This is an optimization exercise on Yosys and OpenROAD, whose aim is small area and a short achievable clock period, not a production implementation.
No functional check of the RTL was part of any run shown here.
Power is estimated from default activity; no workload was simulated.

<file path="design.v">
module mac_unit(
	input  logic        clk,
	input  logic        rst_n_pe,
	input  logic [7:0]  neg, one, two,
	input  logic        four7,
	input  logic [15:0] weight,
	input  logic [3:0]  conv_prev,
	input  logic        load_product,
	input  logic        add,
	input  logic        fold,
	input  logic        relu,
	input  logic        out_valid,
	output logic [15:0] output_feature
);
	logic [31:0] acc, addend_s, addend_c, sum, product_s, product_c;
	logic        zero;    
	booth_mul mul(.neg(neg), .one(one), .two(two), .four7(four7), .w(weight),
	              .ps(product_s), .pc(product_c));
	add3 adder(.a(acc), .b(addend_s), .c(addend_c), .s(sum));
	always_ff @(posedge clk) begin
		if (!rst_n_pe) begin
			acc      <= '0;
			addend_s <= '0;
			addend_c <= '0;
			zero     <= 1'b0;
		end else begin
			if (load_product) begin
				addend_s <= product_s;
				addend_c <= product_c;
			end
			if (add || fold)
				acc <= sum;
			if (fold)
				zero <= relu & sum[31];
		end
	end
	always_comb begin
		case (conv_prev)
			4'd0, 4'd1:              output_feature = acc[31:16];
			4'd2, 4'd3, 4'd6, 4'd15: output_feature = acc[30:15];
			4'd4, 4'd5, 4'd12:       output_feature = acc[29:14];
			4'd13:                   output_feature = acc[25:10];
			4'd14:                   output_feature = acc[27:12];
			default:                 output_feature = acc[28:13];
		endcase
		if (!out_valid || zero) output_feature = '0;
	end
endmodule
module add3(input logic [31:0] a, input logic [31:0] b, input logic [31:0] c,
            output logic [31:0] s);
	logic [31:0] x, y, p, g;
	logic [32:0] cy;
	always_comb begin
		x = a ^ b ^ c;
		y = {(a[30:0] & b[30:0]) | (a[30:0] & c[30:0]) | (b[30:0] & c[30:0]), 1'b0};
		p = x ^ y;
		g = x & y;
		cy[0] = 1'b0;
		for (int k = 0; k < 32; k += 4) begin
			cy[k+1] = g[k] | (p[k] & cy[k]);
			cy[k+2] = g[k+1] | (p[k+1] & g[k]) | (p[k+1] & p[k] & cy[k]);
			cy[k+3] = g[k+2] | (p[k+2] & g[k+1]) | (p[k+2] & p[k+1] & g[k])
			        | (p[k+2] & p[k+1] & p[k] & cy[k]);
			cy[k+4] = g[k+3] | (p[k+3] & g[k+2]) | (p[k+3] & p[k+2] & g[k+1])
			        | (p[k+3] & p[k+2] & p[k+1] & g[k]) | (p[k+3] & p[k+2] & p[k+1] & p[k] & cy[k]);
		end
		s = p ^ cy[31:0];
	end
endmodule
module booth_mul(input [7:0] neg, input [7:0] one, input [7:0] two, input four7, input [15:0] w, output [31:0] ps, output [31:0] pc);
  wire m1;
  assign m1 = (one[0] & w[0]) | (two[0] & 1'b0);
  wire pp2;
  assign pp2 = m1 ^ neg[0];
  wire m3;
  assign m3 = (one[0] & w[1]) | (two[0] & w[0]);
  wire pp4;
  assign pp4 = m3 ^ neg[0];
  wire m5;
  assign m5 = (one[0] & w[2]) | (two[0] & w[1]);
  wire pp6;
  assign pp6 = m5 ^ neg[0];
  wire m7;
  assign m7 = (one[0] & w[3]) | (two[0] & w[2]);
  wire pp8;
  assign pp8 = m7 ^ neg[0];
  wire m9;
  assign m9 = (one[0] & w[4]) | (two[0] & w[3]);
  wire pp10;
  assign pp10 = m9 ^ neg[0];
  wire m11;
  assign m11 = (one[0] & w[5]) | (two[0] & w[4]);
  wire pp12;
  assign pp12 = m11 ^ neg[0];
  wire m13;
  assign m13 = (one[0] & w[6]) | (two[0] & w[5]);
  wire pp14;
  assign pp14 = m13 ^ neg[0];
  wire m15;
  assign m15 = (one[0] & w[7]) | (two[0] & w[6]);
  wire pp16;
  assign pp16 = m15 ^ neg[0];
  wire m17;
  assign m17 = (one[0] & w[8]) | (two[0] & w[7]);
  wire pp18;
  assign pp18 = m17 ^ neg[0];
  wire m19;
  assign m19 = (one[0] & w[9]) | (two[0] & w[8]);
  wire pp20;
  assign pp20 = m19 ^ neg[0];
  wire m21;
  assign m21 = (one[0] & w[10]) | (two[0] & w[9]);
  wire pp22;
  assign pp22 = m21 ^ neg[0];
  wire m23;
  assign m23 = (one[0] & w[11]) | (two[0] & w[10]);
  wire pp24;
  assign pp24 = m23 ^ neg[0];
  wire m25;
  assign m25 = (one[0] & w[12]) | (two[0] & w[11]);
  wire pp26;
  assign pp26 = m25 ^ neg[0];
  wire m27;
  assign m27 = (one[0] & w[13]) | (two[0] & w[12]);
  wire pp28;
  assign pp28 = m27 ^ neg[0];
  wire m29;
  assign m29 = (one[0] & w[14]) | (two[0] & w[13]);
  wire pp30;
  assign pp30 = m29 ^ neg[0];
  wire m31;
  assign m31 = (one[0] & w[15]) | (two[0] & w[14]);
  wire pp32;
  assign pp32 = m31 ^ neg[0];
  wire m33;
  assign m33 = (one[0] & w[15]) | (two[0] & w[15]);
  wire ps34;
  assign ps34 = ~(m33 ^ neg[0]);
  wire m35;
  assign m35 = (one[1] & w[0]) | (two[1] & 1'b0);
  wire pp36;
  assign pp36 = m35 ^ neg[1];
  wire m37;
  assign m37 = (one[1] & w[1]) | (two[1] & w[0]);
  wire pp38;
  assign pp38 = m37 ^ neg[1];
  wire m39;
  assign m39 = (one[1] & w[2]) | (two[1] & w[1]);
  wire pp40;
  assign pp40 = m39 ^ neg[1];
  wire m41;
  assign m41 = (one[1] & w[3]) | (two[1] & w[2]);
  wire pp42;
  assign pp42 = m41 ^ neg[1];
  wire m43;
  assign m43 = (one[1] & w[4]) | (two[1] & w[3]);
  wire pp44;
  assign pp44 = m43 ^ neg[1];
  wire m45;
  assign m45 = (one[1] & w[5]) | (two[1] & w[4]);
  wire pp46;
  assign pp46 = m45 ^ neg[1];
  wire m47;
  assign m47 = (one[1] & w[6]) | (two[1] & w[5]);
  wire pp48;
  assign pp48 = m47 ^ neg[1];
  wire m49;
  assign m49 = (one[1] & w[7]) | (two[1] & w[6]);
  wire pp50;
  assign pp50 = m49 ^ neg[1];
  wire m51;
  assign m51 = (one[1] & w[8]) | (two[1] & w[7]);
  wire pp52;
  assign pp52 = m51 ^ neg[1];
  wire m53;
  assign m53 = (one[1] & w[9]) | (two[1] & w[8]);
  wire pp54;
  assign pp54 = m53 ^ neg[1];
  wire m55;
  assign m55 = (one[1] & w[10]) | (two[1] & w[9]);
  wire pp56;
  assign pp56 = m55 ^ neg[1];
  wire m57;
  assign m57 = (one[1] & w[11]) | (two[1] & w[10]);
  wire pp58;
  assign pp58 = m57 ^ neg[1];
  wire m59;
  assign m59 = (one[1] & w[12]) | (two[1] & w[11]);
  wire pp60;
  assign pp60 = m59 ^ neg[1];
  wire m61;
  assign m61 = (one[1] & w[13]) | (two[1] & w[12]);
  wire pp62;
  assign pp62 = m61 ^ neg[1];
  wire m63;
  assign m63 = (one[1] & w[14]) | (two[1] & w[13]);
  wire pp64;
  assign pp64 = m63 ^ neg[1];
  wire m65;
  assign m65 = (one[1] & w[15]) | (two[1] & w[14]);
  wire pp66;
  assign pp66 = m65 ^ neg[1];
  wire m67;
  assign m67 = (one[1] & w[15]) | (two[1] & w[15]);
  wire ps68;
  assign ps68 = ~(m67 ^ neg[1]);
  wire m69;
  assign m69 = (one[2] & w[0]) | (two[2] & 1'b0);
  wire pp70;
  assign pp70 = m69 ^ neg[2];
  wire m71;
  assign m71 = (one[2] & w[1]) | (two[2] & w[0]);
  wire pp72;
  assign pp72 = m71 ^ neg[2];
  wire m73;
  assign m73 = (one[2] & w[2]) | (two[2] & w[1]);
  wire pp74;
  assign pp74 = m73 ^ neg[2];
  wire m75;
  assign m75 = (one[2] & w[3]) | (two[2] & w[2]);
  wire pp76;
  assign pp76 = m75 ^ neg[2];
  wire m77;
  assign m77 = (one[2] & w[4]) | (two[2] & w[3]);
  wire pp78;
  assign pp78 = m77 ^ neg[2];
  wire m79;
  assign m79 = (one[2] & w[5]) | (two[2] & w[4]);
  wire pp80;
  assign pp80 = m79 ^ neg[2];
  wire m81;
  assign m81 = (one[2] & w[6]) | (two[2] & w[5]);
  wire pp82;
  assign pp82 = m81 ^ neg[2];
  wire m83;
  assign m83 = (one[2] & w[7]) | (two[2] & w[6]);
  wire pp84;
  assign pp84 = m83 ^ neg[2];
  wire m85;
  assign m85 = (one[2] & w[8]) | (two[2] & w[7]);
  wire pp86;
  assign pp86 = m85 ^ neg[2];
  wire m87;
  assign m87 = (one[2] & w[9]) | (two[2] & w[8]);
  wire pp88;
  assign pp88 = m87 ^ neg[2];
  wire m89;
  assign m89 = (one[2] & w[10]) | (two[2] & w[9]);
  wire pp90;
  assign pp90 = m89 ^ neg[2];
  wire m91;
  assign m91 = (one[2] & w[11]) | (two[2] & w[10]);
  wire pp92;
  assign pp92 = m91 ^ neg[2];
  wire m93;
  assign m93 = (one[2] & w[12]) | (two[2] & w[11]);
  wire pp94;
  assign pp94 = m93 ^ neg[2];
  wire m95;
  assign m95 = (one[2] & w[13]) | (two[2] & w[12]);
  wire pp96;
  assign pp96 = m95 ^ neg[2];
  wire m97;
  assign m97 = (one[2] & w[14]) | (two[2] & w[13]);
  wire pp98;
  assign pp98 = m97 ^ neg[2];
  wire m99;
  assign m99 = (one[2] & w[15]) | (two[2] & w[14]);
  wire pp100;
  assign pp100 = m99 ^ neg[2];
  wire m101;
  assign m101 = (one[2] & w[15]) | (two[2] & w[15]);
  wire ps102;
  assign ps102 = ~(m101 ^ neg[2]);
  wire m103;
  assign m103 = (one[3] & w[0]) | (two[3] & 1'b0);
  wire pp104;
  assign pp104 = m103 ^ neg[3];
  wire m105;
  assign m105 = (one[3] & w[1]) | (two[3] & w[0]);
  wire pp106;
  assign pp106 = m105 ^ neg[3];
  wire m107;
  assign m107 = (one[3] & w[2]) | (two[3] & w[1]);
  wire pp108;
  assign pp108 = m107 ^ neg[3];
  wire m109;
  assign m109 = (one[3] & w[3]) | (two[3] & w[2]);
  wire pp110;
  assign pp110 = m109 ^ neg[3];
  wire m111;
  assign m111 = (one[3] & w[4]) | (two[3] & w[3]);
  wire pp112;
  assign pp112 = m111 ^ neg[3];
  wire m113;
  assign m113 = (one[3] & w[5]) | (two[3] & w[4]);
  wire pp114;
  assign pp114 = m113 ^ neg[3];
  wire m115;
  assign m115 = (one[3] & w[6]) | (two[3] & w[5]);
  wire pp116;
  assign pp116 = m115 ^ neg[3];
  wire m117;
  assign m117 = (one[3] & w[7]) | (two[3] & w[6]);
  wire pp118;
  assign pp118 = m117 ^ neg[3];
  wire m119;
  assign m119 = (one[3] & w[8]) | (two[3] & w[7]);
  wire pp120;
  assign pp120 = m119 ^ neg[3];
  wire m121;
  assign m121 = (one[3] & w[9]) | (two[3] & w[8]);
  wire pp122;
  assign pp122 = m121 ^ neg[3];
  wire m123;
  assign m123 = (one[3] & w[10]) | (two[3] & w[9]);
  wire pp124;
  assign pp124 = m123 ^ neg[3];
  wire m125;
  assign m125 = (one[3] & w[11]) | (two[3] & w[10]);
  wire pp126;
  assign pp126 = m125 ^ neg[3];
  wire m127;
  assign m127 = (one[3] & w[12]) | (two[3] & w[11]);
  wire pp128;
  assign pp128 = m127 ^ neg[3];
  wire m129;
  assign m129 = (one[3] & w[13]) | (two[3] & w[12]);
  wire pp130;
  assign pp130 = m129 ^ neg[3];
  wire m131;
  assign m131 = (one[3] & w[14]) | (two[3] & w[13]);
  wire pp132;
  assign pp132 = m131 ^ neg[3];
  wire m133;
  assign m133 = (one[3] & w[15]) | (two[3] & w[14]);
  wire pp134;
  assign pp134 = m133 ^ neg[3];
  wire m135;
  assign m135 = (one[3] & w[15]) | (two[3] & w[15]);
  wire ps136;
  assign ps136 = ~(m135 ^ neg[3]);
  wire m137;
  assign m137 = (one[4] & w[0]) | (two[4] & 1'b0);
  wire pp138;
  assign pp138 = m137 ^ neg[4];
  wire m139;
  assign m139 = (one[4] & w[1]) | (two[4] & w[0]);
  wire pp140;
  assign pp140 = m139 ^ neg[4];
  wire m141;
  assign m141 = (one[4] & w[2]) | (two[4] & w[1]);
  wire pp142;
  assign pp142 = m141 ^ neg[4];
  wire m143;
  assign m143 = (one[4] & w[3]) | (two[4] & w[2]);
  wire pp144;
  assign pp144 = m143 ^ neg[4];
  wire m145;
  assign m145 = (one[4] & w[4]) | (two[4] & w[3]);
  wire pp146;
  assign pp146 = m145 ^ neg[4];
  wire m147;
  assign m147 = (one[4] & w[5]) | (two[4] & w[4]);
  wire pp148;
  assign pp148 = m147 ^ neg[4];
  wire m149;
  assign m149 = (one[4] & w[6]) | (two[4] & w[5]);
  wire pp150;
  assign pp150 = m149 ^ neg[4];
  wire m151;
  assign m151 = (one[4] & w[7]) | (two[4] & w[6]);
  wire pp152;
  assign pp152 = m151 ^ neg[4];
  wire m153;
  assign m153 = (one[4] & w[8]) | (two[4] & w[7]);
  wire pp154;
  assign pp154 = m153 ^ neg[4];
  wire m155;
  assign m155 = (one[4] & w[9]) | (two[4] & w[8]);
  wire pp156;
  assign pp156 = m155 ^ neg[4];
  wire m157;
  assign m157 = (one[4] & w[10]) | (two[4] & w[9]);
  wire pp158;
  assign pp158 = m157 ^ neg[4];
  wire m159;
  assign m159 = (one[4] & w[11]) | (two[4] & w[10]);
  wire pp160;
  assign pp160 = m159 ^ neg[4];
  wire m161;
  assign m161 = (one[4] & w[12]) | (two[4] & w[11]);
  wire pp162;
  assign pp162 = m161 ^ neg[4];
  wire m163;
  assign m163 = (one[4] & w[13]) | (two[4] & w[12]);
  wire pp164;
  assign pp164 = m163 ^ neg[4];
  wire m165;
  assign m165 = (one[4] & w[14]) | (two[4] & w[13]);
  wire pp166;
  assign pp166 = m165 ^ neg[4];
  wire m167;
  assign m167 = (one[4] & w[15]) | (two[4] & w[14]);
  wire pp168;
  assign pp168 = m167 ^ neg[4];
  wire m169;
  assign m169 = (one[4] & w[15]) | (two[4] & w[15]);
  wire ps170;
  assign ps170 = ~(m169 ^ neg[4]);
  wire m171;
  assign m171 = (one[5] & w[0]) | (two[5] & 1'b0);
  wire pp172;
  assign pp172 = m171 ^ neg[5];
  wire m173;
  assign m173 = (one[5] & w[1]) | (two[5] & w[0]);
  wire pp174;
  assign pp174 = m173 ^ neg[5];
  wire m175;
  assign m175 = (one[5] & w[2]) | (two[5] & w[1]);
  wire pp176;
  assign pp176 = m175 ^ neg[5];
  wire m177;
  assign m177 = (one[5] & w[3]) | (two[5] & w[2]);
  wire pp178;
  assign pp178 = m177 ^ neg[5];
  wire m179;
  assign m179 = (one[5] & w[4]) | (two[5] & w[3]);
  wire pp180;
  assign pp180 = m179 ^ neg[5];
  wire m181;
  assign m181 = (one[5] & w[5]) | (two[5] & w[4]);
  wire pp182;
  assign pp182 = m181 ^ neg[5];
  wire m183;
  assign m183 = (one[5] & w[6]) | (two[5] & w[5]);
  wire pp184;
  assign pp184 = m183 ^ neg[5];
  wire m185;
  assign m185 = (one[5] & w[7]) | (two[5] & w[6]);
  wire pp186;
  assign pp186 = m185 ^ neg[5];
  wire m187;
  assign m187 = (one[5] & w[8]) | (two[5] & w[7]);
  wire pp188;
  assign pp188 = m187 ^ neg[5];
  wire m189;
  assign m189 = (one[5] & w[9]) | (two[5] & w[8]);
  wire pp190;
  assign pp190 = m189 ^ neg[5];
  wire m191;
  assign m191 = (one[5] & w[10]) | (two[5] & w[9]);
  wire pp192;
  assign pp192 = m191 ^ neg[5];
  wire m193;
  assign m193 = (one[5] & w[11]) | (two[5] & w[10]);
  wire pp194;
  assign pp194 = m193 ^ neg[5];
  wire m195;
  assign m195 = (one[5] & w[12]) | (two[5] & w[11]);
  wire pp196;
  assign pp196 = m195 ^ neg[5];
  wire m197;
  assign m197 = (one[5] & w[13]) | (two[5] & w[12]);
  wire pp198;
  assign pp198 = m197 ^ neg[5];
  wire m199;
  assign m199 = (one[5] & w[14]) | (two[5] & w[13]);
  wire pp200;
  assign pp200 = m199 ^ neg[5];
  wire m201;
  assign m201 = (one[5] & w[15]) | (two[5] & w[14]);
  wire pp202;
  assign pp202 = m201 ^ neg[5];
  wire m203;
  assign m203 = (one[5] & w[15]) | (two[5] & w[15]);
  wire ps204;
  assign ps204 = ~(m203 ^ neg[5]);
  wire m205;
  assign m205 = (one[6] & w[0]) | (two[6] & 1'b0);
  wire pp206;
  assign pp206 = m205 ^ neg[6];
  wire m207;
  assign m207 = (one[6] & w[1]) | (two[6] & w[0]);
  wire pp208;
  assign pp208 = m207 ^ neg[6];
  wire m209;
  assign m209 = (one[6] & w[2]) | (two[6] & w[1]);
  wire pp210;
  assign pp210 = m209 ^ neg[6];
  wire m211;
  assign m211 = (one[6] & w[3]) | (two[6] & w[2]);
  wire pp212;
  assign pp212 = m211 ^ neg[6];
  wire m213;
  assign m213 = (one[6] & w[4]) | (two[6] & w[3]);
  wire pp214;
  assign pp214 = m213 ^ neg[6];
  wire m215;
  assign m215 = (one[6] & w[5]) | (two[6] & w[4]);
  wire pp216;
  assign pp216 = m215 ^ neg[6];
  wire m217;
  assign m217 = (one[6] & w[6]) | (two[6] & w[5]);
  wire pp218;
  assign pp218 = m217 ^ neg[6];
  wire m219;
  assign m219 = (one[6] & w[7]) | (two[6] & w[6]);
  wire pp220;
  assign pp220 = m219 ^ neg[6];
  wire m221;
  assign m221 = (one[6] & w[8]) | (two[6] & w[7]);
  wire pp222;
  assign pp222 = m221 ^ neg[6];
  wire m223;
  assign m223 = (one[6] & w[9]) | (two[6] & w[8]);
  wire pp224;
  assign pp224 = m223 ^ neg[6];
  wire m225;
  assign m225 = (one[6] & w[10]) | (two[6] & w[9]);
  wire pp226;
  assign pp226 = m225 ^ neg[6];
  wire m227;
  assign m227 = (one[6] & w[11]) | (two[6] & w[10]);
  wire pp228;
  assign pp228 = m227 ^ neg[6];
  wire m229;
  assign m229 = (one[6] & w[12]) | (two[6] & w[11]);
  wire pp230;
  assign pp230 = m229 ^ neg[6];
  wire m231;
  assign m231 = (one[6] & w[13]) | (two[6] & w[12]);
  wire pp232;
  assign pp232 = m231 ^ neg[6];
  wire m233;
  assign m233 = (one[6] & w[14]) | (two[6] & w[13]);
  wire pp234;
  assign pp234 = m233 ^ neg[6];
  wire m235;
  assign m235 = (one[6] & w[15]) | (two[6] & w[14]);
  wire pp236;
  assign pp236 = m235 ^ neg[6];
  wire m237;
  assign m237 = (one[6] & w[15]) | (two[6] & w[15]);
  wire ps238;
  assign ps238 = ~(m237 ^ neg[6]);
  wire m239;
  assign m239 = (one[7] & w[0]) | (two[7] & 1'b0) | (four7 & 1'b0);
  wire pp240;
  assign pp240 = m239 ^ neg[7];
  wire m241;
  assign m241 = (one[7] & w[1]) | (two[7] & w[0]) | (four7 & 1'b0);
  wire pp242;
  assign pp242 = m241 ^ neg[7];
  wire m243;
  assign m243 = (one[7] & w[2]) | (two[7] & w[1]) | (four7 & w[0]);
  wire pp244;
  assign pp244 = m243 ^ neg[7];
  wire m245;
  assign m245 = (one[7] & w[3]) | (two[7] & w[2]) | (four7 & w[1]);
  wire pp246;
  assign pp246 = m245 ^ neg[7];
  wire m247;
  assign m247 = (one[7] & w[4]) | (two[7] & w[3]) | (four7 & w[2]);
  wire pp248;
  assign pp248 = m247 ^ neg[7];
  wire m249;
  assign m249 = (one[7] & w[5]) | (two[7] & w[4]) | (four7 & w[3]);
  wire pp250;
  assign pp250 = m249 ^ neg[7];
  wire m251;
  assign m251 = (one[7] & w[6]) | (two[7] & w[5]) | (four7 & w[4]);
  wire pp252;
  assign pp252 = m251 ^ neg[7];
  wire m253;
  assign m253 = (one[7] & w[7]) | (two[7] & w[6]) | (four7 & w[5]);
  wire pp254;
  assign pp254 = m253 ^ neg[7];
  wire m255;
  assign m255 = (one[7] & w[8]) | (two[7] & w[7]) | (four7 & w[6]);
  wire pp256;
  assign pp256 = m255 ^ neg[7];
  wire m257;
  assign m257 = (one[7] & w[9]) | (two[7] & w[8]) | (four7 & w[7]);
  wire pp258;
  assign pp258 = m257 ^ neg[7];
  wire m259;
  assign m259 = (one[7] & w[10]) | (two[7] & w[9]) | (four7 & w[8]);
  wire pp260;
  assign pp260 = m259 ^ neg[7];
  wire m261;
  assign m261 = (one[7] & w[11]) | (two[7] & w[10]) | (four7 & w[9]);
  wire pp262;
  assign pp262 = m261 ^ neg[7];
  wire m263;
  assign m263 = (one[7] & w[12]) | (two[7] & w[11]) | (four7 & w[10]);
  wire pp264;
  assign pp264 = m263 ^ neg[7];
  wire m265;
  assign m265 = (one[7] & w[13]) | (two[7] & w[12]) | (four7 & w[11]);
  wire pp266;
  assign pp266 = m265 ^ neg[7];
  wire m267;
  assign m267 = (one[7] & w[14]) | (two[7] & w[13]) | (four7 & w[12]);
  wire pp268;
  assign pp268 = m267 ^ neg[7];
  wire m269;
  assign m269 = (one[7] & w[15]) | (two[7] & w[14]) | (four7 & w[13]);
  wire pp270;
  assign pp270 = m269 ^ neg[7];
  wire m271;
  assign m271 = (one[7] & w[15]) | (two[7] & w[15]) | (four7 & w[14]);
  wire pp272;
  assign pp272 = m271 ^ neg[7];
  wire m273;
  assign m273 = (one[7] & w[15]) | (two[7] & w[15]) | (four7 & w[15]);
  wire pp274;
  assign pp274 = m273 ^ neg[7];
  wire s275;
  wire c276;
  assign s275 = pp22 ^ pp52;
  assign c276 = pp22 & pp52;
  wire s277;
  wire c278;
  assign s277 = pp24 ^ pp54;
  assign c278 = pp24 & pp54;
  wire s279;
  wire c280;
  assign s279 = pp26 ^ pp56 ^ pp86;
  assign c280 = (pp26 & pp56) | (pp26 & pp86) | (pp56 & pp86);
  wire s281;
  wire c282;
  assign s281 = pp116 ^ pp146;
  assign c282 = pp116 & pp146;
  wire s283;
  wire c284;
  assign s283 = pp28 ^ pp58 ^ pp88;
  assign c284 = (pp28 & pp58) | (pp28 & pp88) | (pp58 & pp88);
  wire s285;
  wire c286;
  assign s285 = pp118 ^ pp148;
  assign c286 = pp118 & pp148;
  wire s287;
  wire c288;
  assign s287 = pp30 ^ pp60 ^ pp90;
  assign c288 = (pp30 & pp60) | (pp30 & pp90) | (pp60 & pp90);
  wire s289;
  wire c290;
  assign s289 = pp120 ^ pp150 ^ pp180;
  assign c290 = (pp120 & pp150) | (pp120 & pp180) | (pp150 & pp180);
  wire s291;
  wire c292;
  assign s291 = pp210 ^ pp240;
  assign c292 = pp210 & pp240;
  wire s293;
  wire c294;
  assign s293 = pp32 ^ pp62 ^ pp92;
  assign c294 = (pp32 & pp62) | (pp32 & pp92) | (pp62 & pp92);
  wire s295;
  wire c296;
  assign s295 = pp122 ^ pp152 ^ pp182;
  assign c296 = (pp122 & pp152) | (pp122 & pp182) | (pp152 & pp182);
  wire s297;
  wire c298;
  assign s297 = pp212 ^ pp242;
  assign c298 = pp212 & pp242;
  wire s299;
  wire c300;
  assign s299 = ps34 ^ pp64 ^ pp94;
  assign c300 = (ps34 & pp64) | (ps34 & pp94) | (pp64 & pp94);
  wire s301;
  wire c302;
  assign s301 = pp124 ^ pp154 ^ pp184;
  assign c302 = (pp124 & pp154) | (pp124 & pp184) | (pp154 & pp184);
  wire s303;
  wire c304;
  assign s303 = pp214 ^ pp244 ^ 1'b1;
  assign c304 = (pp214 & pp244) | (pp214 & 1'b1) | (pp244 & 1'b1);
  wire s305;
  wire c306;
  assign s305 = pp66 ^ pp96 ^ pp126;
  assign c306 = (pp66 & pp96) | (pp66 & pp126) | (pp96 & pp126);
  wire s307;
  wire c308;
  assign s307 = pp156 ^ pp186 ^ pp216;
  assign c308 = (pp156 & pp186) | (pp156 & pp216) | (pp186 & pp216);
  wire s309;
  wire c310;
  assign s309 = pp246 ^ 1'b1;
  assign c310 = pp246 & 1'b1;
  wire s311;
  wire c312;
  assign s311 = ps68 ^ pp98 ^ pp128;
  assign c312 = (ps68 & pp98) | (ps68 & pp128) | (pp98 & pp128);
  wire s313;
  wire c314;
  assign s313 = pp158 ^ pp188 ^ pp218;
  assign c314 = (pp158 & pp188) | (pp158 & pp218) | (pp188 & pp218);
  wire s315;
  wire c316;
  assign s315 = pp100 ^ pp130 ^ pp160;
  assign c316 = (pp100 & pp130) | (pp100 & pp160) | (pp130 & pp160);
  wire s317;
  wire c318;
  assign s317 = pp190 ^ pp220;
  assign c318 = pp190 & pp220;
  wire s319;
  wire c320;
  assign s319 = ps102 ^ pp132 ^ pp162;
  assign c320 = (ps102 & pp132) | (ps102 & pp162) | (pp132 & pp162);
  wire s321;
  wire c322;
  assign s321 = pp134 ^ pp164;
  assign c322 = pp134 & pp164;
  wire s323;
  wire c324;
  assign s323 = pp14 ^ pp44;
  assign c324 = pp14 & pp44;
  wire s325;
  wire c326;
  assign s325 = pp16 ^ pp46;
  assign c326 = pp16 & pp46;
  wire s327;
  wire c328;
  assign s327 = pp18 ^ pp48 ^ pp78;
  assign c328 = (pp18 & pp48) | (pp18 & pp78) | (pp48 & pp78);
  wire s329;
  wire c330;
  assign s329 = pp108 ^ pp138;
  assign c330 = pp108 & pp138;
  wire s331;
  wire c332;
  assign s331 = pp20 ^ pp50 ^ pp80;
  assign c332 = (pp20 & pp50) | (pp20 & pp80) | (pp50 & pp80);
  wire s333;
  wire c334;
  assign s333 = pp110 ^ pp140;
  assign c334 = pp110 & pp140;
  wire s335;
  wire c336;
  assign s335 = s275 ^ pp82 ^ pp112;
  assign c336 = (s275 & pp82) | (s275 & pp112) | (pp82 & pp112);
  wire s337;
  wire c338;
  assign s337 = pp142 ^ pp172 ^ neg[5];
  assign c338 = (pp142 & pp172) | (pp142 & neg[5]) | (pp172 & neg[5]);
  wire s339;
  wire c340;
  assign s339 = c276 ^ s277 ^ pp84;
  assign c340 = (c276 & s277) | (c276 & pp84) | (s277 & pp84);
  wire s341;
  wire c342;
  assign s341 = pp114 ^ pp144 ^ pp174;
  assign c342 = (pp114 & pp144) | (pp114 & pp174) | (pp144 & pp174);
  wire s343;
  wire c344;
  assign s343 = c278 ^ s279 ^ s281;
  assign c344 = (c278 & s279) | (c278 & s281) | (s279 & s281);
  wire s345;
  wire c346;
  assign s345 = pp176 ^ pp206 ^ neg[6];
  assign c346 = (pp176 & pp206) | (pp176 & neg[6]) | (pp206 & neg[6]);
  wire s347;
  wire c348;
  assign s347 = c280 ^ c282 ^ s283;
  assign c348 = (c280 & c282) | (c280 & s283) | (c282 & s283);
  wire s349;
  wire c350;
  assign s349 = s285 ^ pp178 ^ pp208;
  assign c350 = (s285 & pp178) | (s285 & pp208) | (pp178 & pp208);
  wire s351;
  wire c352;
  assign s351 = c284 ^ c286 ^ s287;
  assign c352 = (c284 & c286) | (c284 & s287) | (c286 & s287);
  wire s353;
  wire c354;
  assign s353 = s289 ^ s291 ^ neg[7];
  assign c354 = (s289 & s291) | (s289 & neg[7]) | (s291 & neg[7]);
  wire s355;
  wire c356;
  assign s355 = c288 ^ c290 ^ c292;
  assign c356 = (c288 & c290) | (c288 & c292) | (c290 & c292);
  wire s357;
  wire c358;
  assign s357 = s293 ^ s295 ^ s297;
  assign c358 = (s293 & s295) | (s293 & s297) | (s295 & s297);
  wire s359;
  wire c360;
  assign s359 = c294 ^ c296 ^ c298;
  assign c360 = (c294 & c296) | (c294 & c298) | (c296 & c298);
  wire s361;
  wire c362;
  assign s361 = s299 ^ s301 ^ s303;
  assign c362 = (s299 & s301) | (s299 & s303) | (s301 & s303);
  wire s363;
  wire c364;
  assign s363 = c300 ^ c302 ^ c304;
  assign c364 = (c300 & c302) | (c300 & c304) | (c302 & c304);
  wire s365;
  wire c366;
  assign s365 = s305 ^ s307 ^ s309;
  assign c366 = (s305 & s307) | (s305 & s309) | (s307 & s309);
  wire s367;
  wire c368;
  assign s367 = c306 ^ c308 ^ c310;
  assign c368 = (c306 & c308) | (c306 & c310) | (c308 & c310);
  wire s369;
  wire c370;
  assign s369 = s311 ^ s313 ^ pp248;
  assign c370 = (s311 & s313) | (s311 & pp248) | (s313 & pp248);
  wire s371;
  wire c372;
  assign s371 = c312 ^ c314 ^ s315;
  assign c372 = (c312 & c314) | (c312 & s315) | (c314 & s315);
  wire s373;
  wire c374;
  assign s373 = s317 ^ pp250 ^ 1'b1;
  assign c374 = (s317 & pp250) | (s317 & 1'b1) | (pp250 & 1'b1);
  wire s375;
  wire c376;
  assign s375 = c316 ^ c318 ^ s319;
  assign c376 = (c316 & c318) | (c316 & s319) | (c318 & s319);
  wire s377;
  wire c378;
  assign s377 = pp192 ^ pp222 ^ pp252;
  assign c378 = (pp192 & pp222) | (pp192 & pp252) | (pp222 & pp252);
  wire s379;
  wire c380;
  assign s379 = c320 ^ s321 ^ pp194;
  assign c380 = (c320 & s321) | (c320 & pp194) | (s321 & pp194);
  wire s381;
  wire c382;
  assign s381 = pp224 ^ pp254 ^ 1'b1;
  assign c382 = (pp224 & pp254) | (pp224 & 1'b1) | (pp254 & 1'b1);
  wire s383;
  wire c384;
  assign s383 = c322 ^ ps136 ^ pp166;
  assign c384 = (c322 & ps136) | (c322 & pp166) | (ps136 & pp166);
  wire s385;
  wire c386;
  assign s385 = pp196 ^ pp226 ^ pp256;
  assign c386 = (pp196 & pp226) | (pp196 & pp256) | (pp226 & pp256);
  wire s387;
  wire c388;
  assign s387 = pp168 ^ pp198 ^ pp228;
  assign c388 = (pp168 & pp198) | (pp168 & pp228) | (pp198 & pp228);
  wire s389;
  wire c390;
  assign s389 = pp258 ^ 1'b1;
  assign c390 = pp258 & 1'b1;
  wire s391;
  wire c392;
  assign s391 = ps170 ^ pp200 ^ pp230;
  assign c392 = (ps170 & pp200) | (ps170 & pp230) | (pp200 & pp230);
  wire s393;
  wire c394;
  assign s393 = pp202 ^ pp232;
  assign c394 = pp202 & pp232;
  wire s395;
  wire c396;
  assign s395 = pp10 ^ pp40;
  assign c396 = pp10 & pp40;
  wire s397;
  wire c398;
  assign s397 = pp12 ^ pp42;
  assign c398 = pp12 & pp42;
  wire s399;
  wire c400;
  assign s399 = s323 ^ pp74 ^ pp104;
  assign c400 = (s323 & pp74) | (s323 & pp104) | (pp74 & pp104);
  wire s401;
  wire c402;
  assign s401 = c324 ^ s325 ^ pp76;
  assign c402 = (c324 & s325) | (c324 & pp76) | (s325 & pp76);
  wire s403;
  wire c404;
  assign s403 = c326 ^ s327 ^ s329;
  assign c404 = (c326 & s327) | (c326 & s329) | (s327 & s329);
  wire s405;
  wire c406;
  assign s405 = c328 ^ c330 ^ s331;
  assign c406 = (c328 & c330) | (c328 & s331) | (c330 & s331);
  wire s407;
  wire c408;
  assign s407 = c332 ^ c334 ^ s335;
  assign c408 = (c332 & c334) | (c332 & s335) | (c334 & s335);
  wire s409;
  wire c410;
  assign s409 = c336 ^ c338 ^ s339;
  assign c410 = (c336 & c338) | (c336 & s339) | (c338 & s339);
  wire s411;
  wire c412;
  assign s411 = c340 ^ c342 ^ s343;
  assign c412 = (c340 & c342) | (c340 & s343) | (c342 & s343);
  wire s413;
  wire c414;
  assign s413 = c344 ^ c346 ^ s347;
  assign c414 = (c344 & c346) | (c344 & s347) | (c346 & s347);
  wire s415;
  wire c416;
  assign s415 = c348 ^ c350 ^ s351;
  assign c416 = (c348 & c350) | (c348 & s351) | (c350 & s351);
  wire s417;
  wire c418;
  assign s417 = c352 ^ c354 ^ s355;
  assign c418 = (c352 & c354) | (c352 & s355) | (c354 & s355);
  wire s419;
  wire c420;
  assign s419 = c356 ^ c358 ^ s359;
  assign c420 = (c356 & c358) | (c356 & s359) | (c358 & s359);
  wire s421;
  wire c422;
  assign s421 = c360 ^ c362 ^ s363;
  assign c422 = (c360 & c362) | (c360 & s363) | (c362 & s363);
  wire s423;
  wire c424;
  assign s423 = c364 ^ c366 ^ s367;
  assign c424 = (c364 & c366) | (c364 & s367) | (c366 & s367);
  wire s425;
  wire c426;
  assign s425 = c368 ^ c370 ^ s371;
  assign c426 = (c368 & c370) | (c368 & s371) | (c370 & s371);
  wire s427;
  wire c428;
  assign s427 = c372 ^ c374 ^ s375;
  assign c428 = (c372 & c374) | (c372 & s375) | (c374 & s375);
  wire s429;
  wire c430;
  assign s429 = c376 ^ c378 ^ s379;
  assign c430 = (c376 & c378) | (c376 & s379) | (c378 & s379);
  wire s431;
  wire c432;
  assign s431 = c380 ^ c382 ^ s383;
  assign c432 = (c380 & c382) | (c380 & s383) | (c382 & s383);
  wire s433;
  wire c434;
  assign s433 = c384 ^ c386 ^ s387;
  assign c434 = (c384 & c386) | (c384 & s387) | (c386 & s387);
  wire s435;
  wire c436;
  assign s435 = c388 ^ c390 ^ s391;
  assign c436 = (c388 & c390) | (c388 & s391) | (c390 & s391);
  wire s437;
  wire c438;
  assign s437 = c392 ^ s393 ^ pp262;
  assign c438 = (c392 & s393) | (c392 & pp262) | (s393 & pp262);
  wire s439;
  wire c440;
  assign s439 = c394 ^ ps204 ^ pp234;
  assign c440 = (c394 & ps204) | (c394 & pp234) | (ps204 & pp234);
  wire s441;
  wire c442;
  assign s441 = pp236 ^ pp266;
  assign c442 = pp236 & pp266;
  wire s443;
  wire c444;
  assign s443 = pp6 ^ pp36;
  assign c444 = pp6 & pp36;
  wire s445;
  wire c446;
  assign s445 = pp8 ^ pp38;
  assign c446 = pp8 & pp38;
  wire s447;
  wire c448;
  assign s447 = s395 ^ pp70 ^ neg[2];
  assign c448 = (s395 & pp70) | (s395 & neg[2]) | (pp70 & neg[2]);
  wire s449;
  wire c450;
  assign s449 = c396 ^ s397 ^ pp72;
  assign c450 = (c396 & s397) | (c396 & pp72) | (s397 & pp72);
  wire s451;
  wire c452;
  assign s451 = c398 ^ s399 ^ neg[3];
  assign c452 = (c398 & s399) | (c398 & neg[3]) | (s399 & neg[3]);
  wire s453;
  wire c454;
  assign s453 = c400 ^ s401 ^ pp106;
  assign c454 = (c400 & s401) | (c400 & pp106) | (s401 & pp106);
  wire s455;
  wire c456;
  assign s455 = c402 ^ s403 ^ neg[4];
  assign c456 = (c402 & s403) | (c402 & neg[4]) | (s403 & neg[4]);
  wire s457;
  wire c458;
  assign s457 = c404 ^ s405 ^ s333;
  assign c458 = (c404 & s405) | (c404 & s333) | (s405 & s333);
  wire s459;
  wire c460;
  assign s459 = c406 ^ s407 ^ s337;
  assign c460 = (c406 & s407) | (c406 & s337) | (s407 & s337);
  wire s461;
  wire c462;
  assign s461 = c408 ^ s409 ^ s341;
  assign c462 = (c408 & s409) | (c408 & s341) | (s409 & s341);
  wire s463;
  wire c464;
  assign s463 = c410 ^ s411 ^ s345;
  assign c464 = (c410 & s411) | (c410 & s345) | (s411 & s345);
  wire s465;
  wire c466;
  assign s465 = c412 ^ s413 ^ s349;
  assign c466 = (c412 & s413) | (c412 & s349) | (s413 & s349);
  wire s467;
  wire c468;
  assign s467 = c414 ^ s415 ^ s353;
  assign c468 = (c414 & s415) | (c414 & s353) | (s415 & s353);
  wire s469;
  wire c470;
  assign s469 = c416 ^ s417 ^ s357;
  assign c470 = (c416 & s417) | (c416 & s357) | (s417 & s357);
  wire s471;
  wire c472;
  assign s471 = c418 ^ s419 ^ s361;
  assign c472 = (c418 & s419) | (c418 & s361) | (s419 & s361);
  wire s473;
  wire c474;
  assign s473 = c420 ^ s421 ^ s365;
  assign c474 = (c420 & s421) | (c420 & s365) | (s421 & s365);
  wire s475;
  wire c476;
  assign s475 = c422 ^ s423 ^ s369;
  assign c476 = (c422 & s423) | (c422 & s369) | (s423 & s369);
  wire s477;
  wire c478;
  assign s477 = c424 ^ s425 ^ s373;
  assign c478 = (c424 & s425) | (c424 & s373) | (s425 & s373);
  wire s479;
  wire c480;
  assign s479 = c426 ^ s427 ^ s377;
  assign c480 = (c426 & s427) | (c426 & s377) | (s427 & s377);
  wire s481;
  wire c482;
  assign s481 = c428 ^ s429 ^ s381;
  assign c482 = (c428 & s429) | (c428 & s381) | (s429 & s381);
  wire s483;
  wire c484;
  assign s483 = c430 ^ s431 ^ s385;
  assign c484 = (c430 & s431) | (c430 & s385) | (s431 & s385);
  wire s485;
  wire c486;
  assign s485 = c432 ^ s433 ^ s389;
  assign c486 = (c432 & s433) | (c432 & s389) | (s433 & s389);
  wire s487;
  wire c488;
  assign s487 = c434 ^ s435 ^ pp260;
  assign c488 = (c434 & s435) | (c434 & pp260) | (s435 & pp260);
  wire s489;
  wire c490;
  assign s489 = c436 ^ s437 ^ 1'b1;
  assign c490 = (c436 & s437) | (c436 & 1'b1) | (s437 & 1'b1);
  wire s491;
  wire c492;
  assign s491 = c438 ^ s439 ^ pp264;
  assign c492 = (c438 & s439) | (c438 & pp264) | (s439 & pp264);
  wire s493;
  wire c494;
  assign s493 = c440 ^ s441 ^ 1'b1;
  assign c494 = (c440 & s441) | (c440 & 1'b1) | (s441 & 1'b1);
  wire s495;
  wire c496;
  assign s495 = c442 ^ ps238 ^ pp268;
  assign c496 = (c442 & ps238) | (c442 & pp268) | (ps238 & pp268);
  wire s497;
  wire c498;
  assign s497 = pp270 ^ 1'b1;
  assign c498 = pp270 & 1'b1;
  wire s499;
  wire c500;
  assign s499 = pp272 ^ 1'b1;
  assign c500 = pp272 & 1'b1;
  wire s501;
  wire c502;
  assign s501 = pp274 ^ 1'b1;
  assign c502 = pp274 & 1'b1;
  assign ps = {c500, c498, c496, c494, c492, c490, c488, c486, c484, c482, c480, c478, c476, c474, c472, c470, c468, c466, c464, c462, c460, c458, c456, c454, c452, c450, c448, c446, c444, s443, pp4, pp2};
  assign pc = {s501, s499, s497, s495, s493, s491, s489, s487, s485, s483, s481, s479, s477, s475, s473, s471, s469, s467, s465, s463, s461, s459, s457, s455, s453, s451, s449, s447, s445, neg[1], 1'b0, neg[0]};
endmodule
module pe_array #(parameter NPE = 4)(
	input  logic              clk,
	input  logic              rst_n_pe,
	input  logic              weight_valid,
	input  logic              feature_valid,
	input  logic [15:0]       feature_in,      
	input  logic [NPE*16-1:0] weight_in,       
	input  logic [3:0]        conv_num,
	output logic [NPE*16-1:0] output_feature,
	input  logic              relu_en,
	input  logic              partial_en
);
	localparam logic [1:0] IDLE = 2'd0, BIAS = 2'd1, FOLD = 2'd2, OUT = 2'd3;
	logic [1:0] state;
	logic [3:0] conv_prev;
	logic       relu_prev, keep_prev;
	logic       mac_step, bias_step, bias_load;
	logic [7:0] neg, one, two;
	logic       four7;
	logic [7:0] f_neg, f_one, f_two, b_one, b_two;
	logic       b_four7, keep;
	logic [NPE*16-1:0] weight;
	assign mac_step  = (state == IDLE) & feature_valid & weight_valid;
	assign bias_step = (state == IDLE) & ~feature_valid & weight_valid;
	assign bias_load = bias_step & rst_n_pe;
	booth_enc enc(.f(feature_in), .neg(f_neg), .one(f_one), .two(f_two));
	always_comb begin
		logic [4:0] sh;
		logic       zero;
		keep = 1'b0;
		zero = 1'b0;
		sh = 5'd0;
		if (partial_en) begin
			case (conv_num)
				4'd0, 4'd1:                     sh = 5'd16;
				4'd2, 4'd3, 4'd6:               sh = 5'd15;
				4'd4, 4'd5, 4'd12:              sh = 5'd14;
				4'd7, 4'd8, 4'd9, 4'd10, 4'd11: sh = 5'd13;
				default:                        keep = 1'b1;
			endcase
		end else begin
			case (conv_num)
				4'd0, 4'd12:                    sh = 5'd9;
				4'd1:                           sh = 5'd6;
				4'd2, 4'd10:                    sh = 5'd3;
				4'd3, 4'd9:                     sh = 5'd2;
				4'd4, 4'd5, 4'd6, 4'd8:         sh = 5'd1;
				4'd7:                           zero = 1'b1;
				4'd11:                          sh = 5'd4;
				default:                        sh = 5'd0;
			endcase
		end
		for (int j = 0; j < 8; j++) begin
			b_one[j] = ~zero & ~keep & (sh == 5'(2 * j));
			b_two[j] = ~zero & ~keep & (sh == 5'(2 * j + 1));
		end
		b_four7 = ~keep & (sh == 5'd16);
	end
	always_ff @(posedge clk) begin
		conv_prev <= conv_num;
		relu_prev <= relu_en;
		keep_prev <= keep;
		if (bias_load) begin
			neg <= '0; one <= b_one; two <= b_two; four7 <= b_four7;
		end else begin
			neg <= f_neg; one <= f_one; two <= f_two; four7 <= 1'b0;
			weight <= weight_in;
		end
		if (!rst_n_pe)
			state <= IDLE;
		else case (state)
			IDLE: if (bias_step) state <= BIAS;
			BIAS: state <= FOLD;
			default: state <= OUT;
		endcase
	end
	for (genvar i = 0; i < NPE; i++) begin : mac
		mac_unit u(
			.clk(clk),
			.rst_n_pe(rst_n_pe),
			.neg(neg), .one(one), .two(two), .four7(four7),
			.weight(weight[i*16 +: 16]),
			.conv_prev(conv_prev),
			.load_product(mac_step | (state == BIAS && !keep_prev)),
			.add(mac_step | bias_step),
			.fold(state == FOLD),
			.relu(relu_prev),
			.out_valid(state == OUT),
			.output_feature(output_feature[i*16 +: 16])
		);
	end
endmodule
module booth_enc(input logic [15:0] f, output logic [7:0] neg, output logic [7:0] one,
                 output logic [7:0] two);
	logic [16:0] fx;
	assign fx = {f, 1'b0};
	always_comb
		for (int j = 0; j < 8; j++) begin
			neg[j] = fx[2*j+2] & ~(fx[2*j+1] & fx[2*j]);
			one[j] = fx[2*j+1] ^ fx[2*j];
			two[j] = (fx[2*j+2] & ~fx[2*j+1] & ~fx[2*j]) | (~fx[2*j+2] & fx[2*j+1] & fx[2*j]);
		end
endmodule
module onchip_read_master_weight #(parameter NPE = 4)(
	input  logic        clk,
	input  logic        rst_n,
	output logic [16:0] addr_read,
	output logic [NPE*2-1:0] byteenable,
	output logic        read,
	input  logic        wait_request,
	input  logic        readdatavalid,
	output logic        chipselect,
	input  logic [16:0] addr_read_input,
	input  logic        read_en_input,
	output logic        data_valid,
	output logic        readdatavalid_out
);
	logic state;         
	logic read_en_reg;
	logic xfer;
	assign byteenable = {(NPE*2){1'b1}};
	assign readdatavalid_out = readdatavalid;
	assign xfer = readdatavalid & ~wait_request;
	always_ff @(posedge clk) begin
		if (rst_n) addr_read <= addr_read_input;
	end
	always_ff @(posedge clk) begin
		if (!rst_n) begin
			state       <= 1'b0;
			data_valid  <= 1'b0;
			read        <= 1'b0;
			chipselect  <= 1'b0;
			read_en_reg <= 1'b0;
		end else begin
			read_en_reg <= read_en_input;
			data_valid  <= state & xfer;
			chipselect  <= read_en_reg & (~state | xfer);
			if (!state && read_en_reg) read <= 1'b1;
			if (!state) state <= read_en_reg;
			else if (xfer && !read_en_reg) state <= 1'b0;
		end
	end
endmodule
module onchip_read_master_input(
	input  logic        clk,
	input  logic        rst_n,
	output logic [16:0] addr_read,
	output logic [1:0]  byteenable,
	output logic        read,
	input  logic        wait_request,
	input  logic        readdatavalid,
	output logic        chipselect,
	input  logic [16:0] addr_read_input,
	input  logic        read_en_input,
	output logic        data_valid,
	output logic        readdatavalid_out
);
	logic state;         
	logic read_en_reg;
	logic xfer;
	assign byteenable = 2'b11;
	assign readdatavalid_out = readdatavalid;
	assign xfer = readdatavalid & ~wait_request;
	always_ff @(posedge clk) begin
		if (rst_n) addr_read <= addr_read_input;
	end
	always_ff @(posedge clk) begin
		if (!rst_n) begin
			state       <= 1'b0;
			data_valid  <= 1'b0;
			read        <= 1'b0;
			chipselect  <= 1'b0;
			read_en_reg <= 1'b0;
		end else begin
			read_en_reg <= read_en_input;
			data_valid  <= state & xfer;
			chipselect  <= read_en_reg & (~state | xfer);
			if (!state && read_en_reg) read <= 1'b1;
			if (!state) state <= read_en_reg;
			else if (xfer && !read_en_reg) state <= 1'b0;
		end
	end
endmodule
module p1024_to_s16 #(parameter NPE = 4)(
	input  logic            clk,
	input  logic            rst_n,
	input  logic [NPE*16-1:0] datain_pe,
	input  logic            input_en_control,
	input  logic [14:0]     addr_in_control,
	input  logic            pool_en,
	input  logic            output_en,
	output logic [15:0]     writedata_output,
	output logic [14:0]     address_output,
	output logic            write_output,
	input  logic            waitrequest_output,
	output logic [1:0]      byteenable_output,
	output logic            chipselect
);
	localparam logic [2:0] IDLE = 3'd0, POOL_INIT = 3'd1, POOL = 3'd2, OUT0 = 3'd3;
	localparam logic [2:0] OUTN = OUT0 + NPE;
	logic [2:0]  state;
	logic [NPE*16-1:0] buffer, buffer_out;
	logic [14:0] address_output_in;
	assign byteenable_output = 2'b11;
	assign write_output = 1'b1;
	assign chipselect = 1'b0;
	always_ff @(posedge clk) begin
		if (state == IDLE && input_en_control) begin
			buffer <= datain_pe;
			address_output_in <= addr_in_control;
		end else if (state >= OUT0 && state != OUTN && output_en && !waitrequest_output)
			address_output_in <= address_output_in + 15'd2;
	end
	always_ff @(posedge clk) begin
		if (!rst_n) begin
			state <= IDLE;
			buffer_out <= '0;
			address_output <= '0;
			writedata_output <= '0;
		end else begin
			case (state)
				IDLE: if (input_en_control) state <= POOL_INIT;
				POOL_INIT: state <= POOL;
				POOL: begin
					for (int k = 0; k < NPE; k++)
						if (!pool_en || $signed(buffer[k*16 +: 16]) > $signed(buffer_out[k*16 +: 16]))
							buffer_out[k*16 +: 16] <= buffer[k*16 +: 16];
					state <= OUT0;
				end
				default: begin
					if (!output_en)
						state <= IDLE;
					else if (!waitrequest_output) begin
						if (state == OUTN)
							state <= IDLE;
						else begin
							address_output   <= address_output_in;
							writedata_output <= buffer_out[15:0];
							buffer_out       <= buffer_out >> 16;
							state            <= state + 3'd1;
						end
					end
				end
			endcase
		end
	end
endmodule
module pe_array_top #(parameter NPE = 4)
                   (input logic clk,
                    input logic rst_n,
                    input logic rst_n_pe,
                    input logic [3:0] conv_num,
                    input logic partial_en_control,
                    input logic [NPE*16-1:0]data_readw_weight,
                    input logic [15:0]data_readi_input,
                    output logic [15:0]data_write_output,
                    output logic [16:0]addr_readi_input,
                    output logic [16:0]addr_readw_weight,
                    output logic [14:0]addr_write_output,
                    output logic [1:0]byteenable_readi_input,
                    output logic [NPE*2-1:0]byteenable_readw_weight,
		            output logic [1:0]byteenable_write_output,
                    input logic [16:0]addr_readi_control,
                    input logic [16:0]addr_readw_control,
                    input logic [14:0]addr_write_control,
                    input logic pool_en_control,
                    input logic relu_en_control,
                    input logic output_en_control,
		            input logic waitrequest_output,
		            input logic waitrequest_input,
		            input logic waitrequest_weight,
                    input logic en_write_control,
                    input logic en_readi_control,
                    input logic en_readw_control,
                    input logic readdatavalid_input,
                    input logic readdatavalid_weight,
                    output logic write_output,
                    output logic read_readw_weight,
                    output logic read_readi_input,
                    output logic chipselect_input,
                    output logic chipselect_weight,
                    output logic chipselect_output,
                    output logic readdatavalid_out_input,
                    output logic readdatavalid_out_weight
                    );
logic[NPE*16-1:0]data_write_pe;
logic data_valid_readi_pe;
logic data_valid_readw_pe;
p1024_to_s16 #(.NPE(NPE)) pts(.clk(clk),
			 	.rst_n(rst_n),
				.datain_pe(data_write_pe),
				.input_en_control(en_write_control),
				.addr_in_control(addr_write_control),
				.writedata_output(data_write_output),
				.address_output(addr_write_output),
				.write_output(write_output),
				.waitrequest_output(waitrequest_output),
				.byteenable_output(byteenable_write_output),
				.chipselect(chipselect_output),
				.pool_en(pool_en_control),
				.output_en(output_en_control)
                );
onchip_read_master_weight #(.NPE(NPE)) master_to_weight_bias(.clk(clk),
                                         .addr_read(addr_readw_weight),
                                         .byteenable(byteenable_readw_weight),
                                         .read(read_readw_weight),
					                     .wait_request(waitrequest_weight),
                                         .addr_read_input(addr_readw_control),
                                         .read_en_input(en_readw_control),
                                         .rst_n(rst_n),
                                         .readdatavalid(readdatavalid_weight),
                                         .data_valid(data_valid_readw_pe),
                                         .chipselect(chipselect_weight),
                                         .readdatavalid_out(readdatavalid_out_weight)
                                         );
onchip_read_master_input master_to_input(.clk(clk),
                                   .addr_read(addr_readi_input),
                                   .byteenable(byteenable_readi_input),
                                   .read(read_readi_input),
				   				   .wait_request(waitrequest_input),
                                   .addr_read_input(addr_readi_control),
                                   .read_en_input(en_readi_control),
                                   .rst_n(rst_n),
                                   .readdatavalid(readdatavalid_input),
                                   .data_valid(data_valid_readi_pe),
                                   .chipselect(chipselect_input),
                                   .readdatavalid_out(readdatavalid_out_input)
                                   );
pe_array #(.NPE(NPE)) array(.clk(clk),
               .rst_n_pe(rst_n_pe),
               .feature_valid(data_valid_readi_pe),
	       	   .weight_valid(data_valid_readw_pe),
               .feature_in(data_readi_input),
               .conv_num(conv_num),
               .output_feature(data_write_pe),
               .weight_in(data_readw_weight),
               .relu_en(relu_en_control),
               .partial_en(partial_en_control));
endmodule 
</file>
<file path="run.sh">
#!/bin/bash
# synth_recipe.tcl (not shown) runs the flow's synth.tcl, then flattens the netlist and writes it again
# the make line also repeats each setting of config.mk as NAME=value (left out here)
make -C /OpenROAD-flow-scripts/flow DESIGN_CONFIG=/design/flow/config.mk WORK_HOME=/design/flow/orfs CLKGATE_MAP_FILE= SYNTH_SCRIPT=/design/flow/synth_recipe.tcl finish
</file>
<file path="config.mk">
export PLATFORM = sky130hd
export DESIGN_NAME = pe_array_top
export DESIGN_NICKNAME = pe_array_top
export VERILOG_FILES = /design/flow/design.v
export SDC_FILE = /design/flow/constraint.sdc
export NUM_CORES = 8
export LEC_CHECK = 0
export CAP_MARGIN = 20
export CORE_MARGIN = 2
export CORE_UTILIZATION = 40
export SETUP_SLACK_MARGIN = 5
export SLEW_MARGIN = 20
</file>
<file path="constraint.sdc">
create_clock -name core_clock -period 10.0 [get_ports {clk}]
set_input_delay 2.0000 -clock core_clock [delete_from_list [all_inputs] [get_ports {clk}]]
set_output_delay 2.0000 -clock core_clock [all_outputs]
set_load 0.01 [all_outputs]
</file>
==> run_results.csv, run 1 <==
group,metric,value,unit
timing,max_slew_margin,26.9,%
cts,ctsResizeCount,2,
synth,synthCells,5971,
floorplanning,core_area,138000,um2
cts,cts_buffers,86,
worst_setup_path,crit_arrival,2.74,ns
cts,insertion_delay,0.72,ns
synth,synth_edf_count,177,
worst_setup_path,path_delay_family,"buffers and inverters",
worst_setup_path,crit_start,"readdatavalid_weight",
worst_setup_path,crit_type,"in -> out",
floorplanning,die_h,377,um
floorplanning,start_util,40.3,%
power_and_ir_drop,vdd.ir_drop.worst,0.133,mV
detailed_routing,vias_per_cell,5.62,
placed_design,gp_congestion,0.840,
placed_design,dp_hpwl,108000,um
global_routing,antenna_found_initial,1,
global_routing,grt_max_degree,101,
floorplanning,dieArea,142000,um2
floorplanning,die_w,377,um
detailed_routing,wl_per_cell,20.8,um
floorplanning,rows,136,
timing,clock_skew,0.0623,ns
synth,async_reset_ff_share,0,%
global_routing,grt_usage,22.2,%
worst_setup_path,critPathBufInv,2,
power_and_ir_drop,leakagePower,24.7,nW
synth,yosysWarnings,7,
synth,synth.area.top_cells,"dfxtp_1, fa_1, edfxtp_1",
finish,multi_input_area,36100,um2
synth,ys.flop_type,"dfxtp_1",
worst_setup_path,end_kind,"output pin",
finish,nNetsFinal,6723,
detailed_routing,drt_wl_total,160000,um
worst_setup_path,critPathMaxFanout,2,
timing,rsz0062_at_grt,"false",
power_and_ir_drop,cellPowerDensity,204,nW/um2
floorplanning,ios,233,
synth,synth_top_cell_by_area,"dfxtp_1",
timing,hold_viol,0,
worst_setup_path,path_cells,"clkdlybuf4s50_1 -> dlygate4sd2_1",
synth,syn_area_per_cell,9.30,um2
synth,ys_seq_area_share,28.3,%
finish,drive_gt1_share,4.73,%
detailed_routing,drc_errors,0,
placed_design,numPortBuffers,218,
detailed_routing,dr.pass1.iters,7,
power_and_ir_drop,p_total,12.5,mW
finish,reg_top3,"array.mac.u.acc: 128 flops, array.mac.u.addend_s: 128 flops, array.mac.u.addend_c: 118 flops",
finish,layout.cells.non_filler,7657,
synth,synth_seq_cells,696,
worst_setup_path,start_kind,"input pin",
timing,final.setup.tns,0,ns
synth,synthMostInstantiatedCell,"nand2_1",
flow_run,max-cap-violations,0,
cts,cts.path.max_buffers,3,
placed_design,place_inst,7499,
worst_setup_path,regToRegStartpoint,"array.neg[3]",
worst_setup_path,cpPeakStageDelay,0.48,ns
timing,whs,0.444,ns
global_routing,grt_pass1_vias,42700,
timing,final.setup.worst_slack,5.26,ns
run_status,status,"complete, no violations",
timing,setup-violations-final,0,
synth,synthTopCellsByCount,"nand2_1, dfxtp_1, fa_1, inv_1, clkbuf_1",
worst_setup_path,required,8.00,ns
cts,cts_tree,"done",
worst_setup_path,crit_slowest_cell,"clkdlybuf4s50_1",
cts,clock_sinks,696,
cts,htree_num_levels,3,
timing,tightest_slew,1.10,ns
worst_hold_path,worstHoldStart,"array.mac[0].u.zero",
global_routing,gr-total-overflow,0,
synth,yosysUniqueCellTypes,78,
synth,synth_area,55500,um2
finish,fillCellCount,13200,
detailed_routing,vias,43000,
worst_setup_path,rrSetupSlack,5.47,ns
cts,clk_pin_slew,0.06,ns
cts,post_cts_buffers,0,
timing,drv_slew,0,
cts,root_buffer,"clkbuf_16",
global_routing,grt_pass1_wl,251000,um
timing,fin_crit,4.74,ns
finish,regArea,15800,um2
timing,fin_crit_sh,47.4,%
detailed_routing,drtAntennaViolNets,0,
detailed_routing,drtIter0Drc,4378,
cts,hold_buffers,0,
placed_design,pre_cts_slack,4.98,ns
worst_hold_path,hp-class,"reg -> reg",
finish,area_growth,10.5,%
timing,timing.fmax,0.211,GHz
synth,synth_top_area_share,18.7,%
-- worst paths after layout --
kind / cells past startpoint / to
max reg2reg: 12 / array.mac[0].u.addend_c[16]
min reg2reg: 2 / array.mac[0].u.zero
max: 2 / readdatavalid_out_weight
min: 2 / array.mac[0].u.zero
-- per-layer routing --
metal / GRT usage [%] / up-vias / part of all wire [%] / wire [um]
met4: 6.64 / 0 / 2.4 / 3810
li1: - / 20000 / - / -
met2: 33.1 / 1721 / 43 / 67900
met5: 0 / - / 0 / 0
met1: 32.5 / 21000 / 47 / 74900
met3: 4.30 / 260 / 8.2 / 13000
-- layout by cell type, fill, tap and decap left out, types with 131 or more instances in the layout --
cell,instances
a21boi_0,231
a21oi_1,160
a22oi_1,428
clkdlybuf4s50_1,214
dfxtp_1,494
edfxtp_1,177
fa_1,484
ha_1,298
inv_1,461
nand2_1,905
o21ai_0,131
xnor2_1,438
xor2_1,218
-- logic make-up (layout without fill, tap and decap cells) --
family	Yosys count	after routing	synth area share [%]
AO/OA/AOI/OAI	1523	1523	20.2
XOR/XNOR	656	656	10.3
adder cells (fa/ha/maj)	782	782	24.2
buffers and inverters	1017	896	7.01
flip-flops	696	696	28.3
multiplexers	14	14	0.255
other	2	15	0.0135
AND/OR/NAND/NOR	1281	1281	9.75
-- final cells by class --
type | count | area share (%)
tap | 1794 | 3.66
clock buffer | 116 | 3.98
clock inverter | 41 | 0.844
inverter | 464 | 2.84
timing repair buffer | 275 | 4.25
antenna | 1 | 0.00408
sequential | 696 | 25.7
multi-input combinational | 4270 | 58.8
-- power by group --
part	switching, mW	total [mW]	internal, mW
clock	1.33	3.28	1.96
combinational	3.15	5.43	2.28
sequential	0.493	3.78	3.29
-- stage by stage --
stage | util [%] | area (um2)
final | 44.6 | 61400
after global routing | 44.6 | 61400
after CTS | 44.6 | 61400
after detailed placement | 42.4 | 58400
after global placement | 42.4 | 58400
after floorplan | - | 55600
==> inputs of run 2 (changes only) <==
--- a/config.mk
+++ b/config.mk
@@ -9,4 +9,3 @@
 export CORE_MARGIN = 2
 export CORE_UTILIZATION = 40
-export SETUP_SLACK_MARGIN = 5
 export SLEW_MARGIN = 20
==> run 2 against run 1 <==
  * Final cell count is the same
  * Critical path depth unchanged
  * Sequential share of layout area hardly changed
  * Worst hold slack unchanged
  * Wire length about the same
  * Combinational power barely moved
  * Global-route usage stayed put
  * Via count barely moved
  * Sequential power barely moved
  * Die area unchanged
  * Setup slack worse by 0.27 ns
==> run_results.csv, run 2 <==
group,metric,value,unit
synth,synthMostInstantiatedCell,"nand2_1",
floorplanning,core_area,138000,um2
worst_setup_path,crit_arrival,3.01,ns
worst_setup_path,start_kind,"input pin",
finish,area_growth,10.5,%
flow_run,max-cap-violations,0,
synth,yosysWarnings,7,
placed_design,dp_hpwl,108000,um
worst_hold_path,hp-class,"reg -> reg",
placed_design,place_inst,7499,
finish,drive_gt1_share,4.73,%
finish,fillCellCount,13200,
timing,timing.fmax,0.199,GHz
timing,max_slew_margin,26.8,%
finish,nNetsFinal,6723,
synth,synth_edf_count,177,
timing,rsz0062_at_grt,"false",
cts,cts_tree,"done",
synth,synth_area,55500,um2
worst_setup_path,crit_slowest_cell,"clkdlybuf4s50_1",
placed_design,pre_cts_slack,4.98,ns
global_routing,grt_pass1_wl,251000,um
worst_setup_path,critPathMaxFanout,2,
placed_design,numPortBuffers,218,
synth,synth.area.top_cells,"dfxtp_1, fa_1, edfxtp_1",
global_routing,grt_pass1_vias,42700,
synth,ys.flop_type,"dfxtp_1",
timing,fin_crit_sh,50.1,%
cts,insertion_delay,0.72,ns
finish,final_common_cell,"nand2_1",
global_routing,grt_usage,22.2,%
timing,hold_viol,0,
detailed_routing,drtAntennaViolNets,0,
worst_setup_path,critPathBufInv,2,
synth,yosysUniqueCellTypes,78,
detailed_routing,drtIter0Drc,4378,
cts,ctsResizeCount,0,
cts,root_buffer,"clkbuf_16",
detailed_routing,vias_per_cell,5.62,
detailed_routing,wl_met1,75000,um
worst_setup_path,crit_start,"readdatavalid_weight",
timing,whs,0.444,ns
synth,synthTopCellsByCount,"nand2_1, dfxtp_1, fa_1, inv_1, clkbuf_1",
synth,ys_seq_area_share,28.3,%
global_routing,grt_max_degree,101,
timing,final.setup.tns,0,ns
worst_setup_path,regToRegStartpoint,"array.neg[3]",
detailed_routing,dr_wl_met3,13000,um
cts,cts.path.max_buffers,3,
finish,most-common-layout-cells,"nand2_1, dfxtp_1, fa_1",
placed_design,gp_congestion,0.840,
floorplanning,ios,233,
timing,setup-violations-final,0,
detailed_routing,top_layer_used,"met4",
cts,post_cts_buffers,0,
worst_hold_path,worstHoldStart,"array.mac[0].u.zero",
timing,drv_slew,0,
floorplanning,start_util,40.3,%
detailed_routing,drt_wl_total,160000,um
synth,synth_seq_cells,696,
finish,utilization,44.6,%
synth,syn_area_per_cell,9.30,um2
finish,design_area,61400,um2
synth,synth_top_area_share,18.7,%
floorplanning,dieArea,142000,um2
timing,tightest_slew,1.10,ns
cts,hold_buffers,0,
finish,reg_top3,"array.mac.u.acc: 128 flops, array.mac.u.addend_s: 128 flops, array.mac.u.addend_c: 118 flops",
run_status,status,"complete, no violations",
power_and_ir_drop,vdd.ir_drop.worst,0.133,mV
power_and_ir_drop,p_total,12.5,mW
timing,clock_skew,0.0620,ns
worst_setup_path,cpMostUsedCell,"clkdlybuf4s50_1",
detailed_routing,drc_errors,0,
placed_design,placed_area,58400,um2
synth,synth_top_cell_by_area,"dfxtp_1",
power_and_ir_drop,cellPowerDensity,204,nW/um2
power_and_ir_drop,leakagePower,24.7,nW
worst_setup_path,path_cells,"clkdlybuf4s50_1 -> clkdlybuf4s50_1",
synth,synthCells,5971,
cts,cts_buffers,86,
synth,async_reset_ff_share,0,%
worst_setup_path,crit_type,"in -> out",
worst_setup_path,path_delay_family,"buffers and inverters",
timing,fin_crit,5.01,ns
detailed_routing,dr.pass1.iters,10,
worst_setup_path,cpPeakStageDelay,0.53,ns
floorplanning,rows,136,
worst_setup_path,end_kind,"output pin",
detailed_routing,wl_per_cell,20.9,um
floorplanning,die_w,377,um
cts,clock_sinks,696,
detailed_routing,vias,43000,
cts,htree_num_levels,3,
floorplanning,die_h,377,um
cts,clk_pin_slew,0.06,ns
detailed_routing,wl_met2,68000,um
global_routing,gr-total-overflow,0,
timing,final.setup.worst_slack,4.99,ns
finish,layout.cells.non_filler,7657,
worst_setup_path,required,8.00,ns
global_routing,antenna_found_initial,1,
## run 2: cell types whose count changed in the layout (fill, tap and decap cells not counted)
cell             before  now
dlygate4sd2_1         2    0
clkdlybuf4s50_1     214  216
## run 2: cells by family after synthesis
| logic type | Yosys count | share of synthesized area, % |
|---|---|---|
| other cells | 2 | 0.0135 |
| buf+inv | 1017 | 7.01 |
| simple gates | 1281 | 9.75 |
| flops | 696 | 28.3 |
| compound gates | 1523 | 20.2 |
| xor+xnor | 656 | 10.3 |
| mux | 14 | 0.255 |
| fa+ha+maj | 782 | 24.2 |
## run 2: path summary, 6_finish.rpt
check	end	slack, ns	cells past startpoint
worst max register to register	array.mac[0].u.addend_c[16]	5.47	12
worst min register to register	array.mac[0].u.zero	0.44	2
worst min-delay path	array.mac[0].u.zero	0.44	2
worst max-delay path	readdatavalid_out_weight	4.99	2
## run 2: final cells by class
cell class	instances	area (um2)	area share, %
Inverter	464	1740	2.84
Clock inverter	41	518	0.844
Antenna cell	1	2.50	0.00408
Tap cell	1794	2240	3.66
Timing Repair Buffer	275	2610	4.25
Clock buffer	116	2450	3.98
Multi-Input combinational cell	4270	36100	58.8
Sequential cell	696	15800	25.7
## run 2: worst min-delay path: stages, from the launching register on
cell     delay (ns)
dfxtp_1        0.32
nand2_1        0.04
o21ai_0        0.05
## run 2: where the power goes
group	switching, mW	internal [mW]
combinational	3.15	2.28
clock	1.33	1.96
sequential	0.493	3.29
total	4.97	7.53
## run 2: layer usage
| layer | track usage, % | vias up |
|---|---|---|
| li1 | - | 20000 |
| met1 | 32.5 | 21100 |
| met2 | 33.1 | 1709 |
| met3 | 4.30 | 255 |
| met4 | 6.64 | 0 |
| met5 | 0 | - |

==> static timing again, ports no longer ideal <==
How much do the figures lean on ideal ports? The routed layouts below were timed once more, with nothing changed but the port constraints. Step 1 (the two cells are an assumption about what drives the block):
set clk [get_ports {clk}]
set_driving_cell -lib_cell sky130_fd_sc_hd__clkbuf_16 $clk
set_driving_cell -lib_cell sky130_fd_sc_hd__buf_2 [delete_from_list [all_inputs] $clk]
Step 2, shift: input delay + t, output delay - t, t = (earliest + latest rising clock arrival at the registers) / 2. This alone moves slack from input paths to output paths. Slacks: ideal ports / drivers / drivers and shift; pairs: ideal ports / drivers.
run | shift t [ns] | setup WS [ns] | cell pins on the clock port's net
run 1 | 0.768 | 5.258 / 5.232 / 5.232 | 1
run 2 | 0.768 | 4.986 / 4.960 / 4.960 | 1
After both steps every run listed still meets setup and hold.
